This is an optimization exercise on Yosys and OpenROAD, whose aim is small area, a short achievable clock period and few clock cycles, not a production implementation. Function was checked by simulation only, so behaviour that the tests miss may differ from the original. Power figures rest on the tool's default switching activity, not on a simulated workload.

File: run.sh
#!/bin/bash
# synth_recipe.tcl (not shown) runs the flow's synth.tcl, then flattens the netlist and writes it again
# the make line also repeats each setting of config.mk as NAME=value (left out here)
make -C /OpenROAD-flow-scripts/flow DESIGN_CONFIG=/design/flow/config.mk WORK_HOME=/design/flow/orfs CLKGATE_MAP_FILE= SYNTH_SCRIPT=/design/flow/synth_recipe.tcl finish
File: config.mk
export PLATFORM = sky130hd
export DESIGN_NAME = solve_matrix
export DESIGN_NICKNAME = solve_matrix
export VERILOG_FILES = /design/flow/design.v
export SDC_FILE = /design/flow/constraint.sdc
export NUM_CORES = 4
export LEC_CHECK = 0
export CAP_MARGIN = 40
export CORE_MARGIN = 2
export CORE_UTILIZATION = 40
export SLEW_MARGIN = 30
File: constraint.sdc
create_clock -name core_clock -period 115.0 [get_ports {clk}]
set_input_delay 23.0000 -clock core_clock [delete_from_list [all_inputs] [get_ports {clk}]]
set_output_delay 23.0000 -clock core_clock [all_outputs]
set_load 0.01 [all_outputs]
File: design.v
module fp_delay #(parameter STAGES = 1) (
	input clock,
	input [31:0] d,
	output [31:0] q
);
	reg [31:0] pipe [0:STAGES-1];
	integer i;
	always @(posedge clock) begin
		pipe[0] <= d;
		for (i = 1; i < STAGES; i = i + 1)
			pipe[i] <= pipe[i-1];
	end
	assign q = pipe[STAGES-1];
endmodule
module fp_pack(
	input sign,
	input signed [10:0] exp,
	input [23:0] mant,
	input guard, sticky,
	output reg [31:0] result
);
	reg [24:0] rounded;
	reg signed [10:0] e;
	always @(*) begin
		rounded = {1'b0, mant} + {24'd0, guard & (sticky | mant[0])};
		e = exp;
		if (rounded[24]) begin
			rounded = rounded >> 1;
			e = e + 11'sd1;
		end
		if (e <= 0)
			result = {sign, 31'd0};
		else if (e >= 255)
			result = {sign, 8'hff, 23'd0};
		else
			result = {sign, e[7:0], rounded[22:0]};
	end
endmodule
module multiplier(
	input clock,
	input [31:0] dataa, datab,
	output [31:0] result
);
	reg [31:0] a, b;
	always @(posedge clock) begin
		a <= dataa;
		b <= datab;
	end
	wire a_zero = (a[30:23] == 8'd0);
	wire b_zero = (b[30:23] == 8'd0);
	wire sign = a[31] ^ b[31];
	wire [47:0] p = {1'b1, a[22:0]} * {1'b1, b[22:0]};
	wire signed [10:0] e0 = $signed({3'd0, a[30:23]}) + $signed({3'd0, b[30:23]}) - 11'sd127;
	reg [23:0] mant;
	reg guard, sticky;
	reg signed [10:0] exp;
	always @(*) begin
		if (p[47]) begin
			mant = p[47:24];
			guard = p[23];
			sticky = |p[22:0];
			exp = e0 + 11'sd1;
		end else begin
			mant = p[46:23];
			guard = p[22];
			sticky = |p[21:0];
			exp = e0;
		end
	end
	wire [31:0] packed_r;
	fp_pack pk(.sign(sign), .exp(exp), .mant(mant), .guard(guard), .sticky(sticky), .result(packed_r));
	wire [31:0] r = (a_zero | b_zero) ? {sign, 31'd0} : packed_r;
	fp_delay #(.STAGES(10)) dl(.clock(clock), .d(r), .q(result));
endmodule
module divider(
	input clock,
	input [31:0] dataa, datab,
	output [31:0] result
);
	reg [31:0] a, b;
	always @(posedge clock) begin
		a <= dataa;
		b <= datab;
	end
	wire a_zero = (a[30:23] == 8'd0);
	wire b_zero = (b[30:23] == 8'd0);
	wire sign = a[31] ^ b[31];
	wire [23:0] ma = {1'b1, a[22:0]};
	wire [23:0] mb = {1'b1, b[22:0]};
	wire signed [10:0] e0 = $signed({3'd0, a[30:23]}) - $signed({3'd0, b[30:23]}) + 11'sd126;
	reg [25:0] q;
	reg [25:0] rem;
	integer i;
	always @(*) begin
		rem = {2'b00, ma};
		for (i = 25; i >= 0; i = i - 1) begin
			if (rem >= {2'b00, mb}) begin
				q[i] = 1'b1;
				rem = rem - {2'b00, mb};
			end else
				q[i] = 1'b0;
			rem = rem << 1;
		end
	end
	reg [23:0] mant;
	reg guard, sticky;
	reg signed [10:0] exp;
	always @(*) begin
		if (q[25]) begin
			mant = q[25:2];
			guard = q[1];
			sticky = q[0] | (|rem);
			exp = e0 + 11'sd1;
		end else begin
			mant = q[24:1];
			guard = q[0];
			sticky = |rem;
			exp = e0;
		end
	end
	wire [31:0] packed_r;
	fp_pack pk(.sign(sign), .exp(exp), .mant(mant), .guard(guard), .sticky(sticky), .result(packed_r));
	wire [31:0] r = a_zero ? {sign, 31'd0} :
	                b_zero ? {sign, 8'hff, 23'd0} : packed_r;
	fp_delay #(.STAGES(13)) dl(.clock(clock), .d(r), .q(result));
endmodule
module subtractor(
	input clock,
	input [31:0] dataa, datab,
	output [31:0] result
);
	reg [31:0] a, b;
	always @(posedge clock) begin
		a <= dataa;
		b <= datab;
	end
	wire [31:0] nb = {~b[31], b[30:0]};
	wire a_zero = (a[30:23] == 8'd0);
	wire b_zero = (b[30:23] == 8'd0);
	wire swap = (nb[30:0] > a[30:0]);
	wire [31:0] x = swap ? nb : a;
	wire [31:0] y = swap ? a : nb;
	wire [7:0] d = x[30:23] - y[30:23];
	reg [26:0] mx, my, lost;
	reg [27:0] s;
	reg [23:0] mant;
	reg guard, sticky;
	reg signed [10:0] exp;
	reg [4:0] lz;
	integer k;
	always @(*) begin
		mx = {1'b1, x[22:0], 3'b000};
		my = {1'b1, y[22:0], 3'b000};
		if (d >= 8'd27)
			my = 27'd1;
		else begin
			lost = my << (5'd27 - d[4:0]);
			my = (my >> d[4:0]) | {26'd0, |lost};
		end
		exp = $signed({3'd0, x[30:23]});
		if (x[31] == y[31]) begin
			s = {1'b0, mx} + {1'b0, my};
			if (s[27]) begin
				s = {1'b0, s[27:2], s[1] | s[0]};
				exp = exp + 11'sd1;
			end
		end else begin
			s = {1'b0, mx} - {1'b0, my};
			lz = 5'd0;
			for (k = 0; k <= 26; k = k + 1)
				if (s[k])
					lz = 5'd26 - k[4:0];
			s = s << lz;
			exp = exp - $signed({6'd0, lz});
		end
		mant = s[26:3];
		guard = s[2];
		sticky = s[1] | s[0];
	end
	wire [31:0] packed_r;
	fp_pack pk(.sign(x[31]), .exp(exp), .mant(mant), .guard(guard), .sticky(sticky), .result(packed_r));
	wire cancel = (x[31] != y[31]) && (x[30:0] == y[30:0]);
	wire [31:0] r = (a_zero & b_zero) ? {a[31] & nb[31], 31'd0} :
	                a_zero ? nb :
	                b_zero ? a :
	                cancel ? 32'd0 : packed_r;
	fp_delay #(.STAGES(13)) dl(.clock(clock), .d(r), .q(result));
endmodule
`timescale 1ns/1ns
module solveMatrix_controller(
		input clk, program_reset, 
		input start_process,
		output reg end_process,
		input triangular_reached, row_updated, leading_number_found, double_entries_read, double_entries_wrote, rows_swapped,
		input denominator_fetched, division_done, multiply_row_chosen, multiplier_fetched, multiplication_done, type_III_elimination_done,
		output reg data_reset, go_update_row, find_leading_number, read_double_entries, write_double_entries,
		output reg go_fetch_denominator, go_input_divider, choose_multiply_row, go_fetch_multiplier, go_input_multiplier,
		output reg [3:0] current_state, next_state
	);
	localparam PRE_SOLVE = 4'd0,
				  SOLVE_NEW_ROW = 4'd1,
				  FIND_LEADING_NUM = 4'd2, 
				  READ_TWO_ENTRIES = 4'd3,
				  SWAP_TWO_ENTRIES = 4'd4,
				  FETCH_LEADING_NUMBER = 4'd5,
				  INPUT_DIVIDE_ROW = 4'd6,
				  CHOOSE_NEW_ROW_TYPE_III = 4'd7,
				  FETCH_MULTIPLY_NUMBER = 4'd8,
				  INPUT_MULTIPLY_ROW = 4'd9,
				  DONE_SOLVE = 4'd10;
	always @(*) begin: state_table
		next_state = current_state;
		case (current_state)
			PRE_SOLVE:
				next_state = start_process ? SOLVE_NEW_ROW : PRE_SOLVE;
			SOLVE_NEW_ROW:
				next_state = triangular_reached ? DONE_SOLVE : (row_updated ? FIND_LEADING_NUM : SOLVE_NEW_ROW);
			FIND_LEADING_NUM: begin
				if (rows_swapped)
					next_state = FETCH_LEADING_NUMBER;
				else
					next_state = leading_number_found ? READ_TWO_ENTRIES : FIND_LEADING_NUM;
			end
			READ_TWO_ENTRIES: begin
				if (rows_swapped)
					next_state = FETCH_LEADING_NUMBER;
				else
					next_state = double_entries_read ? SWAP_TWO_ENTRIES : READ_TWO_ENTRIES;
			end
			SWAP_TWO_ENTRIES:
				next_state = double_entries_wrote ? READ_TWO_ENTRIES : SWAP_TWO_ENTRIES;
			FETCH_LEADING_NUMBER:
				next_state = denominator_fetched ? INPUT_DIVIDE_ROW : FETCH_LEADING_NUMBER;
			INPUT_DIVIDE_ROW:
				next_state = division_done ? CHOOSE_NEW_ROW_TYPE_III : INPUT_DIVIDE_ROW;
			CHOOSE_NEW_ROW_TYPE_III: begin
				if (type_III_elimination_done)
					next_state = SOLVE_NEW_ROW;
				else
					next_state = multiply_row_chosen ? FETCH_MULTIPLY_NUMBER : CHOOSE_NEW_ROW_TYPE_III;
			end
			FETCH_MULTIPLY_NUMBER:
				next_state = multiplier_fetched ? INPUT_MULTIPLY_ROW : FETCH_MULTIPLY_NUMBER;
			INPUT_MULTIPLY_ROW:
				next_state = multiplication_done ? CHOOSE_NEW_ROW_TYPE_III : INPUT_MULTIPLY_ROW;
		endcase
	end
	always @(*) begin: enable_signals
		data_reset = 0;
		go_update_row = 0;
		find_leading_number = 0;
		read_double_entries = 0;
		write_double_entries = 0;
		go_fetch_denominator = 0;
		go_input_divider = 0;
		choose_multiply_row = 0;
		go_fetch_multiplier = 0;
		go_input_multiplier = 0;
		end_process = 0;
		case (current_state)
			PRE_SOLVE: data_reset = 1;
			SOLVE_NEW_ROW: go_update_row = 1;
			FIND_LEADING_NUM: find_leading_number = 1;
			READ_TWO_ENTRIES: read_double_entries = 1;
			SWAP_TWO_ENTRIES: write_double_entries = 1;
			FETCH_LEADING_NUMBER: go_fetch_denominator = 1;
			INPUT_DIVIDE_ROW: go_input_divider = 1;
			CHOOSE_NEW_ROW_TYPE_III: choose_multiply_row = 1;
			FETCH_MULTIPLY_NUMBER: go_fetch_multiplier = 1;
			INPUT_MULTIPLY_ROW: go_input_multiplier = 1;
			DONE_SOLVE: end_process = 1;
		endcase
	end
	always @(posedge clk) begin: state_FFs
		if (program_reset)
			current_state <= PRE_SOLVE;
		else if (current_state != DONE_SOLVE)			
			current_state <= next_state;
	end
endmodule
module solveMatrix_datapath(
		input [3:0] dimension,
		input clk,
		input data_reset, go_update_row, find_leading_number, read_double_entries, write_double_entries,
		input go_fetch_denominator, go_input_divider, choose_multiply_row, go_fetch_multiplier, go_input_multiplier,
		output reg triangular_reached, row_updated, leading_number_found, double_entries_read, double_entries_wrote, rows_swapped,
		output reg denominator_fetched, division_done, multiply_row_chosen, multiplier_fetched, multiplication_done, type_III_elimination_done, 
		output reg row_normalized,
		input [31:0] matrix_out_a, matrix_out_b,
		output reg [11:0] matrix_addr_a, matrix_addr_b,
		output reg [31:0] matrix_data_a, matrix_data_b,
		output reg matrix_wren_a, matrix_wren_b,
		output reg [31:0] divider_a, divider_b, multiplier_a, multiplier_b, subtractor_a, subtractor_b,
		input [31:0] divider_r, multiplier_r, subtractor_r,
		output reg [4:0] divider_cd, multiplier_cd, subtractor_cd
	);
	reg ram_ready;
	reg triangular_reached_v;
	reg row_updated_v;
	reg leading_number_found_v;
	reg double_entries_read_v;
	reg double_entries_wrote_v;
	reg rows_swapped_v;
	reg denominator_fetched_v;
	reg division_done_v;
	reg multiply_row_chosen_v;
	reg multiplier_fetched_v;
	reg multiplication_done_v;
	reg type_III_elimination_done_v;
	reg [11:0] matrix_addr_a_v;
	reg [11:0] matrix_addr_b_v;
	reg [31:0] matrix_data_a_v;
	reg [31:0] matrix_data_b_v;
	reg matrix_wren_a_v;
	reg matrix_wren_b_v;
	reg [31:0] divider_a_v;
	reg [31:0] divider_b_v;
	reg [31:0] multiplier_a_v;
	reg [31:0] multiplier_b_v;
	reg [31:0] subtractor_a_v;
	reg [31:0] subtractor_b_v;
	reg [4:0] divider_cd_v;
	reg [4:0] multiplier_cd_v;
	reg [4:0] subtractor_cd_v;
	reg [3:0] current_row;
	reg [3:0] row_counter, col_counter;
	wire [3:0] numColumns, numRows;
	assign numRows = dimension;
	assign numColumns = dimension + 1;
	always @(posedge clk) begin
		if (data_reset) begin
			matrix_addr_a_v = 0;
			matrix_addr_b_v = 0;
			matrix_data_a_v = 0;
			matrix_data_b_v = 0;
			matrix_wren_a_v = 0;
			matrix_wren_b_v = 0;
			current_row = 4'b1111;
			row_counter = 0;
			col_counter = 0;
			triangular_reached_v = 0;
			row_updated_v = 0;
			leading_number_found_v = 0;
			double_entries_read_v = 0;
			double_entries_wrote_v = 0;
			rows_swapped_v = 0;
			denominator_fetched_v = 0;
			division_done_v = 0;
			multiply_row_chosen_v = 0;
			multiplier_fetched_v = 0;
			multiplication_done_v = 0;
			type_III_elimination_done_v = 0;
			ram_ready <= 0;
			divider_cd_v = 0;
		end
		if (~triangular_reached_v & ~row_updated_v & go_update_row) begin
			type_III_elimination_done_v = 0;
			current_row = current_row + 1;
			if (current_row == dimension) begin
				triangular_reached_v = 1;
			end 
			else begin
				row_counter = current_row;
				matrix_wren_a_v = 0;
				matrix_addr_a_v = row_counter * numColumns + current_row;  
				ram_ready <= 0;
				row_updated_v = 1;
			end
		end
		if (~leading_number_found_v & find_leading_number) begin
			row_updated_v = 0;
			ram_ready <= 1;
			if (ram_ready) begin
				if (matrix_out_a) begin	
					if (row_counter == current_row) begin
						rows_swapped_v = 1;
						matrix_addr_b_v = current_row * numColumns + current_row;  
						matrix_wren_b_v = 0;
						ram_ready <= 0;
					end
					else begin
						col_counter = 4'b1111;
						matrix_addr_a_v = (row_counter - 1) * numColumns + current_row - 1;   
						matrix_addr_b_v = current_row * numColumns + current_row - 1;   
						matrix_wren_a_v = 0;
						matrix_wren_b_v = 0;
						matrix_data_a_v = 0;
						matrix_data_b_v = 0;
						leading_number_found_v = 1;
					end
				end 
				else begin
					row_counter = row_counter + 1;
					matrix_addr_a_v = matrix_addr_a_v + numColumns;  
				end
			end
		end
		if (~rows_swapped_v & ~double_entries_read_v & read_double_entries) begin
			leading_number_found_v = 0;
			ram_ready <= 0;
			double_entries_wrote_v = 0;
			matrix_wren_a_v = 0;
			matrix_wren_b_v = 0;
			col_counter = col_counter + 1;
			if (col_counter + current_row == numColumns) begin
				rows_swapped_v = 1;
				matrix_addr_b_v = current_row * numColumns + current_row;  
				matrix_wren_b_v = 0;
				ram_ready <= 0;
			end
			else begin
				matrix_addr_a_v = matrix_addr_a_v + 1;
				matrix_addr_b_v = matrix_addr_b_v + 1;
				double_entries_read_v = 1;
			end
		end
		if (~double_entries_wrote_v & write_double_entries) begin
			double_entries_read_v = 0;
			matrix_data_b_v = matrix_out_a;
			matrix_data_a_v = matrix_out_b;
			matrix_wren_a_v = 1;
			matrix_wren_b_v = 1;
			double_entries_wrote_v = 1;
		end
		if (~denominator_fetched_v & go_fetch_denominator) begin
			rows_swapped_v = 0;
			ram_ready <= 1;
			if (ram_ready) begin
				denominator_fetched_v = 1;
				divider_b_v = matrix_out_b;
				matrix_addr_a_v = current_row * numColumns + current_row;
				matrix_wren_a_v = 0;
				col_counter = current_row - 1;
				ram_ready <= 0;
				divider_cd_v = 16;
			end
		end
		if (~division_done_v & go_input_divider) begin
			denominator_fetched_v = 0;
			ram_ready <= 1;
			matrix_addr_a_v = matrix_addr_a_v + 1;
			if (ram_ready) begin
				divider_a_v = matrix_out_a;
			end
			if (divider_cd_v) begin
				divider_cd_v = divider_cd_v - 1;
			end
			else begin
				col_counter = col_counter + 1;
				matrix_addr_b_v = current_row * numColumns + col_counter;
				matrix_data_b_v = divider_r;
				matrix_wren_b_v	= 1;
				if (col_counter == numColumns) begin
					division_done_v = 1;
					matrix_wren_b_v = 0;
					ram_ready <= 0;
					row_counter = 4'b1111;
				end
			end
		end
		if (~type_III_elimination_done_v & ~multiply_row_chosen_v & choose_multiply_row) begin
			division_done_v = 0;
			multiplication_done_v = 0;
			row_counter = row_counter + 1;
			if (row_counter == current_row)
				row_counter = row_counter + 1;
			if (row_counter == dimension) begin
				type_III_elimination_done_v = 1;
			end
			else begin
				multiply_row_chosen_v = 1;
				matrix_addr_b_v = row_counter * numColumns + current_row; 
				matrix_wren_b_v = 0;
				ram_ready <= 0;
			end
		end
		if (~multiplier_fetched_v & go_fetch_multiplier) begin
			multiply_row_chosen_v = 0;
			ram_ready <= 1;
			if (ram_ready) begin
				multiplier_fetched_v = 1;
				multiplier_b_v = matrix_out_b;  
				matrix_addr_a_v = current_row * numColumns;
				matrix_wren_a_v = 0;
				col_counter = 4'b1111;
				matrix_addr_b_v = row_counter * numColumns;
				matrix_wren_b_v = 0;
				ram_ready <= 0;
				multiplier_cd_v = 12;
				subtractor_cd_v = 16;
			end
		end
		if (~multiplication_done_v & go_input_multiplier) begin
			multiplier_fetched_v = 0;
			ram_ready <= 1;
			if (ram_ready) begin
				multiplier_a_v = matrix_out_a;
			end
			if (multiplier_cd_v) begin
				multiplier_cd_v = multiplier_cd_v - 1;
				matrix_addr_a_v = matrix_addr_a_v + 1;
			end
			else begin
				matrix_addr_b_v = matrix_addr_b_v + 1;
				subtractor_a_v = matrix_out_b;
				subtractor_b_v = multiplier_r;
				if (subtractor_cd_v) begin
					subtractor_cd_v = subtractor_cd_v - 1;
					matrix_addr_a_v = row_counter * numColumns - 1;
					matrix_wren_a_v = 0;
					col_counter = 4'b1111;
				end
				else begin
					matrix_addr_a_v = matrix_addr_a_v + 1;
					matrix_data_a_v = subtractor_r;
					matrix_wren_a_v = 1;
					col_counter = col_counter + 1;
					if (col_counter == numColumns) begin
						multiplication_done_v = 1;
						matrix_wren_a_v = 0;
						ram_ready <= 0;
					end
				end
			end
		end
		triangular_reached <= triangular_reached_v;
		row_updated <= row_updated_v;
		leading_number_found <= leading_number_found_v;
		double_entries_read <= double_entries_read_v;
		double_entries_wrote <= double_entries_wrote_v;
		rows_swapped <= rows_swapped_v;
		denominator_fetched <= denominator_fetched_v;
		division_done <= division_done_v;
		multiply_row_chosen <= multiply_row_chosen_v;
		multiplier_fetched <= multiplier_fetched_v;
		multiplication_done <= multiplication_done_v;
		type_III_elimination_done <= type_III_elimination_done_v;
		matrix_addr_a <= matrix_addr_a_v;
		matrix_addr_b <= matrix_addr_b_v;
		matrix_data_a <= matrix_data_a_v;
		matrix_data_b <= matrix_data_b_v;
		matrix_wren_a <= matrix_wren_a_v;
		matrix_wren_b <= matrix_wren_b_v;
		divider_a <= divider_a_v;
		divider_b <= divider_b_v;
		multiplier_a <= multiplier_a_v;
		multiplier_b <= multiplier_b_v;
		subtractor_a <= subtractor_a_v;
		subtractor_b <= subtractor_b_v;
		divider_cd <= divider_cd_v;
		multiplier_cd <= multiplier_cd_v;
		subtractor_cd <= subtractor_cd_v;
	end
endmodule
`timescale 1ns/1ns
module solveMatrix_main(
		output [3:0] cs, ns,
		input clk, program_reset,
		input start_process,
		output end_process,
		output [11:0] matrix_addr_a, matrix_addr_b, 
		output [31:0] matrix_data_a, matrix_data_b,
		output matrix_wren_a, matrix_wren_b,
		input [31:0] matrix_out_a, matrix_out_b,
		input [3:0] dimension
	);
	wire triangular_reached, row_updated, leading_number_found, double_entries_read, double_entries_wrote, rows_swapped;
	wire denominator_fetched, division_done, multiply_row_chosen, multiplier_fetched, multiplication_done, type_III_elimination_done;
	wire data_reset, go_update_row, find_leading_number, read_double_entries, write_double_entries;
	wire go_fetch_denominator, go_input_divider, choose_multiply_row, go_fetch_multiplier, go_input_multiplier;
	wire [31:0] divider_a, divider_b, divider_r;
	wire [31:0] multiplier_a, multiplier_b, multiplier_r;
	wire [31:0] subtractor_a, subtractor_b, subtractor_r;
	wire [4:0] divider_cd, multiplier_cd, subtractor_cd;
	solveMatrix_controller Ctrl_7(
		.current_state(cs),
		.next_state(ns),
		.clk(clk),
		.program_reset(program_reset), 
		.start_process(start_process),
		.end_process(end_process),
		.triangular_reached(triangular_reached),
		.row_updated(row_updated),
		.leading_number_found(leading_number_found),
		.double_entries_read(double_entries_read),
		.double_entries_wrote(double_entries_wrote),
		.rows_swapped(rows_swapped),
		.denominator_fetched(denominator_fetched),
		.division_done(division_done),
		.multiply_row_chosen(multiply_row_chosen),
		.multiplier_fetched(multiplier_fetched),
		.multiplication_done(multiplication_done),
		.type_III_elimination_done(type_III_elimination_done),
		.data_reset(data_reset),
		.go_update_row(go_update_row),
		.find_leading_number(find_leading_number),
		.read_double_entries(read_double_entries),
		.write_double_entries(write_double_entries),
		.go_fetch_denominator(go_fetch_denominator),
		.go_input_divider(go_input_divider),
		.choose_multiply_row(choose_multiply_row),
		.go_fetch_multiplier(go_fetch_multiplier),
		.go_input_multiplier(go_input_multiplier)
	);
	solveMatrix_datapath Data_7(
		.dimension(dimension),
		.clk(clk),
		.data_reset(data_reset),
		.go_update_row(go_update_row),
		.find_leading_number(find_leading_number),
		.read_double_entries(read_double_entries),
		.write_double_entries(write_double_entries),
		.go_fetch_denominator(go_fetch_denominator),
		.go_input_divider(go_input_divider),
		.choose_multiply_row(choose_multiply_row),
		.go_fetch_multiplier(go_fetch_multiplier),
		.go_input_multiplier(go_input_multiplier),
		.triangular_reached(triangular_reached),
		.row_updated(row_updated),
		.leading_number_found(leading_number_found),
		.double_entries_read(double_entries_read),
		.double_entries_wrote(double_entries_wrote),
		.rows_swapped(rows_swapped),
		.denominator_fetched(denominator_fetched),
		.division_done(division_done),
		.multiply_row_chosen(multiply_row_chosen),
		.multiplier_fetched(multiplier_fetched),
		.multiplication_done(multiplication_done),
		.type_III_elimination_done(type_III_elimination_done),
		.matrix_addr_a(matrix_addr_a), 
		.matrix_addr_b(matrix_addr_b),
		.matrix_data_a(matrix_data_a),
		.matrix_data_b(matrix_data_b),
		.matrix_wren_a(matrix_wren_a),
		.matrix_wren_b(matrix_wren_b),
		.matrix_out_a(matrix_out_a),
		.matrix_out_b(matrix_out_b),
		.divider_a(divider_a),
		.divider_b(divider_b),
		.divider_r(divider_r),
		.divider_cd(divider_cd),
		.multiplier_a(multiplier_a),
		.multiplier_b(multiplier_b),
		.multiplier_r(multiplier_r),
		.multiplier_cd(multiplier_cd),
		.subtractor_a(subtractor_a),
		.subtractor_b(subtractor_b),
		.subtractor_r(subtractor_r),
		.subtractor_cd(subtractor_cd)
	);
	divider Stage7_divide(
		.clock(clk),
		.dataa(divider_a),
		.datab(divider_b),
		.result(divider_r)
	);
	multiplier Stage7_multiply(
		.clock(clk),
		.dataa(multiplier_a),
		.datab(multiplier_b),
		.result(multiplier_r)
	);
	subtractor Stage7_subtractor(
		.clock(clk),
		.dataa(subtractor_a),
		.datab(subtractor_b),
		.result(subtractor_r)
	);
endmodule
module solve_matrix(
	input clk,
	input program_reset,
	input start_process,
	output end_process,
	input [3:0] dimension,
	output [11:0] matrix_addr_a, matrix_addr_b,
	output [31:0] matrix_data_a, matrix_data_b,
	output matrix_wren_a, matrix_wren_b,
	input [31:0] matrix_out_a, matrix_out_b
);
	wire [3:0] cs, ns;
	solveMatrix_main solver(
		.cs(cs),
		.ns(ns),
		.clk(clk),
		.program_reset(program_reset),
		.start_process(start_process),
		.end_process(end_process),
		.matrix_addr_a(matrix_addr_a),
		.matrix_addr_b(matrix_addr_b),
		.matrix_data_a(matrix_data_a),
		.matrix_data_b(matrix_data_b),
		.matrix_wren_a(matrix_wren_a),
		.matrix_wren_b(matrix_wren_b),
		.matrix_out_a(matrix_out_a),
		.matrix_out_b(matrix_out_b),
		.dimension(dimension)
	);
endmodule
==> impl_metrics.toml <==
[run_status]
status = "finished clean"

[placement]
place_area_mm2 = 0.118
place_congestion = 0.966
dp.cells = 16071
portBuffers = 161
place_hpwl_mm = 252

[finish]
final_util_pct = 45.6
fillers = 26842
layout-drive-gt1-share_pct = 9.59
final_cells = 16516
final_common_cell = "dfxtp_1"
area_growth_pct = 13.3
top_regs = "solver.Stage7_divide.dl.pipe: 416 flops, solver.Stage7_subtractor.dl.pipe: 416 flops, solver.Stage7_multiply.dl.pipe: 320 flops"
final_cell_mix = "1486 x dfxtp_1, 1269 x nand2_1, 1014 x inv_1, 991 x ha_1, 881 x nor2_1"
nets = 14315
fin_area_mm2 = 0.126

[logic_synthesis]
ys_async_sr_fraction_pct = 0
syn-instance-count = 12331
post_synth_num_cell_types = 137
syn-cell-area_mm2 = 0.111
synth_edf_count = 192
synth_warnings = 10
syn_nets = 13972
synth-seq-cells = 1681
synth-seq-area-share_pct = 32.0
syn_avg_cell_area_um2 = 9.03
synth_flop_cell = "dfxtp_1"

[power]
power_density_mw_per_mm2 = 1860
internal-power_w = 0.103
peakVddDrop_mv = 4.84
p_comb_w = 0.233
power.leakage_nw = 55.6
p_seq_w = 0.000709
switchingPower_w = 0.131
pwr-share-clk_pct = 0.2
seq_power_share_pct = 0.3
power.group.top = "combinational cells"
p_sw_share_pct = 56.0
p_clk_w = 0.000542
power_frac_comb_pct = 99.5

[setup_path]
r2r-end = "solver.Stage7_divide.dl.pipe[0][4]$_SDFF_PP0_"
cp_common_cell = "o21a_1"
cp_max_fo = 21
cp_slowest_cell = "o21ai_0"
crit_end = "solver.Stage7_divide.dl.pipe[0][4]$_SDFF_PP0_"
reg2regPathDepth = 613
r2r_start = "solver.Stage7_divide.a[22]$_DFF_P_"
path_delay_family = "compound AO/OA/AOI/OAI gates"
max_stage_delay_ns = 0.80
worstPathArrival_ns = 108.76
critPathCaptureType = "flip-flop"
r2r_setup_slack_ns = 6.92
worstSetupPathType = "flip-flop to flip-flop"
critPathLaunch = "solver.Stage7_divide.a[22]$_DFF_P_"
cp-start-kind = "flip-flop"
crit_required_ns = 115.68
critical_path_buf_inv_count = 24
crit_cells = 613

[drt]
wl_met2_mm = 157
dr_wl_met3_mm = 19.8
dr.pass1.iters = 5
viasPerCell = 5.44
highest_layer = "met5"
ant_nets = 0
drt_iter0_drc = 6526
wl_met1_mm = 145
drc = 0
vias = 89796
wl_mm = 338
wire_per_inst_um = 20.5

[die]
die_h_um = 532
core_area_mm2 = 0.277
initial_utilization_pct = 40.2
die_w_um = 532
die_area_mm2 = 0.283
fp-row-count = 193
design.portCount = 162

[sta]
post-route-period-util_pct = 94.0
whs_ns = 0.267
skew_ns = 0.121
fmax_mhz = 9.25
final_max_slew_viol_count = 0
min_period_ns = 108.08
worstMarginPinSlew_ns = 1.05
hold_viol_final = 0
setup_viol = 0
maxSlewHeadroom_pct = 30.0

[clocking]
cts_root_buffer = "clkbuf_16"
path_clk_slew_ns = 0.07
clk_latency_ns = 0.85
htreeDepth = 4
clock_path_buffers = 4
clock_sinks = 1681
tritoncts = "done"
cts_made_buffers = 170
hold_buffers = 0

[worst_hold_path]
hold_path.class = "flip-flop to flip-flop"
min_from = "solver.Stage7_multiply.dl.pipe[3][2]$_DFF_P_"
hold_path_end = "solver.Stage7_multiply.dl.pipe[4][2]$_DFF_P_"
min_path_cells = 0

[run]
maxCapViolations = 0

[grt]
grt.overflow.total = 0
grt_max_degree = 72
grt_pass1_vias = 86283
grt_pass1_wl_mm = 510
grt_use_total_pct = 23.0
antenna_found_initial = 19
## Yosys cell counts, drive strengths merged (17+ instances only)
| master | n | area [µm²] |
|---|---|---|
| a22oi | 33 | 248 |
| nor3 | 235 | 1200 |
| edfxtp | 192 | 5770 |
| ha | 1023 | 12800 |
| nor2 | 904 | 3410 |
| a211o | 17 | 149 |
| nor3b | 18 | 140 |
| o211ai | 65 | 512 |
| nor2b | 94 | 588 |
| or2 | 47 | 294 |
| o21ai | 570 | 2900 |
| dfxtp | 1489 | 29800 |
| fa | 547 | 11000 |
| o22ai | 30 | 200 |
| or3 | 64 | 410 |
| or4 | 27 | 203 |
| a211oi | 90 | 743 |
| o2111ai | 19 | 166 |
| nand2b | 168 | 1050 |
| and2 | 331 | 2080 |
| o21bai | 119 | 893 |
| a221oi | 20 | 188 |
| mux2 | 176 | 2000 |
| buf | 82 | 378 |
| o31ai | 177 | 1350 |
| a21o | 342 | 2570 |
| o31a | 17 | 150 |
| mux2i | 179 | 1850 |
| xor2 | 247 | 2170 |
| nand3 | 281 | 1410 |
| xnor2 | 467 | 4090 |
| nand3b | 19 | 143 |
| and3 | 64 | 400 |
| nand2 | 1281 | 4830 |
| a21oi | 714 | 3590 |
| o21a | 237 | 1780 |
| clkbuf | 325 | 1220 |
| a21boi | 55 | 424 |
| o311ai | 18 | 188 |
| nor4 | 62 | 394 |
| nand4 | 86 | 544 |
| a31oi | 129 | 807 |
| inv | 1034 | 3880 |
## per-stage QoR
step | setup slack (ns) | power (W) | TNS [ns]
floorplan | 0.0473 | 0.222 | 0
global placement | 1.61 | 0.209 | 0
detailed placement | 0.889 | 0.210 | 0
CTS | 0.408 | 0.212 | 0
global route | -0.456 | 0.241 | -8.22
finish | 6.92 | 0.234 | 0
## area by class of cell
type                    instances  area, µm²  share of cell area (%)
multi-input cells            9211      71500                    56.7
flip-flops and latches       1681      35600                    28.2
repair buffers                571       4920                    3.90
well taps                    3705       4640                    3.68
clock inverters                67        683                   0.542
diodes                          6       15.0                  0.0119
clock buffers                 236       4840                    3.84
inverters                    1039       3920                    3.11
## routing by layer
layer,up-vias,GRT usage [%]
met2,2814,38.6
li1,43291,-
met5,-,0
met4,4,9.81
met1,43014,29.7
met3,673,2.90
## repair_timing
item / 4_1_cts / 5_1_grt
buffers inserted: 0 / 119
gates resized for setup: 0 / 278
setup endpoints to repair: 0 / 31
hold endpoints to repair: 0 / 0
## logic make-up (layout without fill, tap and decap cells)
| logic type | after synthesis | after routing | synth area share [%] |
|---|---|---|---|
| compound gates | 2820 | 2822 | 16.6 |
| xor+xnor | 715 | 715 | 5.64 |
| fa+ha+maj | 1572 | 1572 | 21.4 |
| buf+inv | 1446 | 1913 | 4.94 |
| flops | 1681 | 1681 | 32.0 |
| mux | 370 | 370 | 3.76 |
| other cells | 0 | 6 | 0 |
| simple gates | 3727 | 3732 | 15.7 |
Testbench counts, summed over its fixed seeds: cycles 460,402.

-- what the ideal ports hide --
In the flow no input, the clock included, has a driving cell. The finished layout below was timed again as built, in two steps.
Step 1: set_driving_cell puts a clkbuf_16 on clk and a buf_2 on each other input, an assumption about the parent block.
Step 2, shift: input delay + t, output delay - t, t = (earliest + latest rising clock arrival at the registers) / 2. This alone moves slack from input paths to output paths.
Three values: ideal, step 1, step 2; two values: the first two.
shift t [ns]: 0.887
setup slack, ns: 6.920 / 6.920 / 6.920
worst setup path after step 2: register to register
slew at the worst register clock pin (ns): 0.08 / 0.08
worst data-port slew with drivers (ns): 0.17
After both steps setup and hold are still met in this run. The setup slack of this run moves by 0.000 ns with the drivers and by 0.000 ns with both steps.
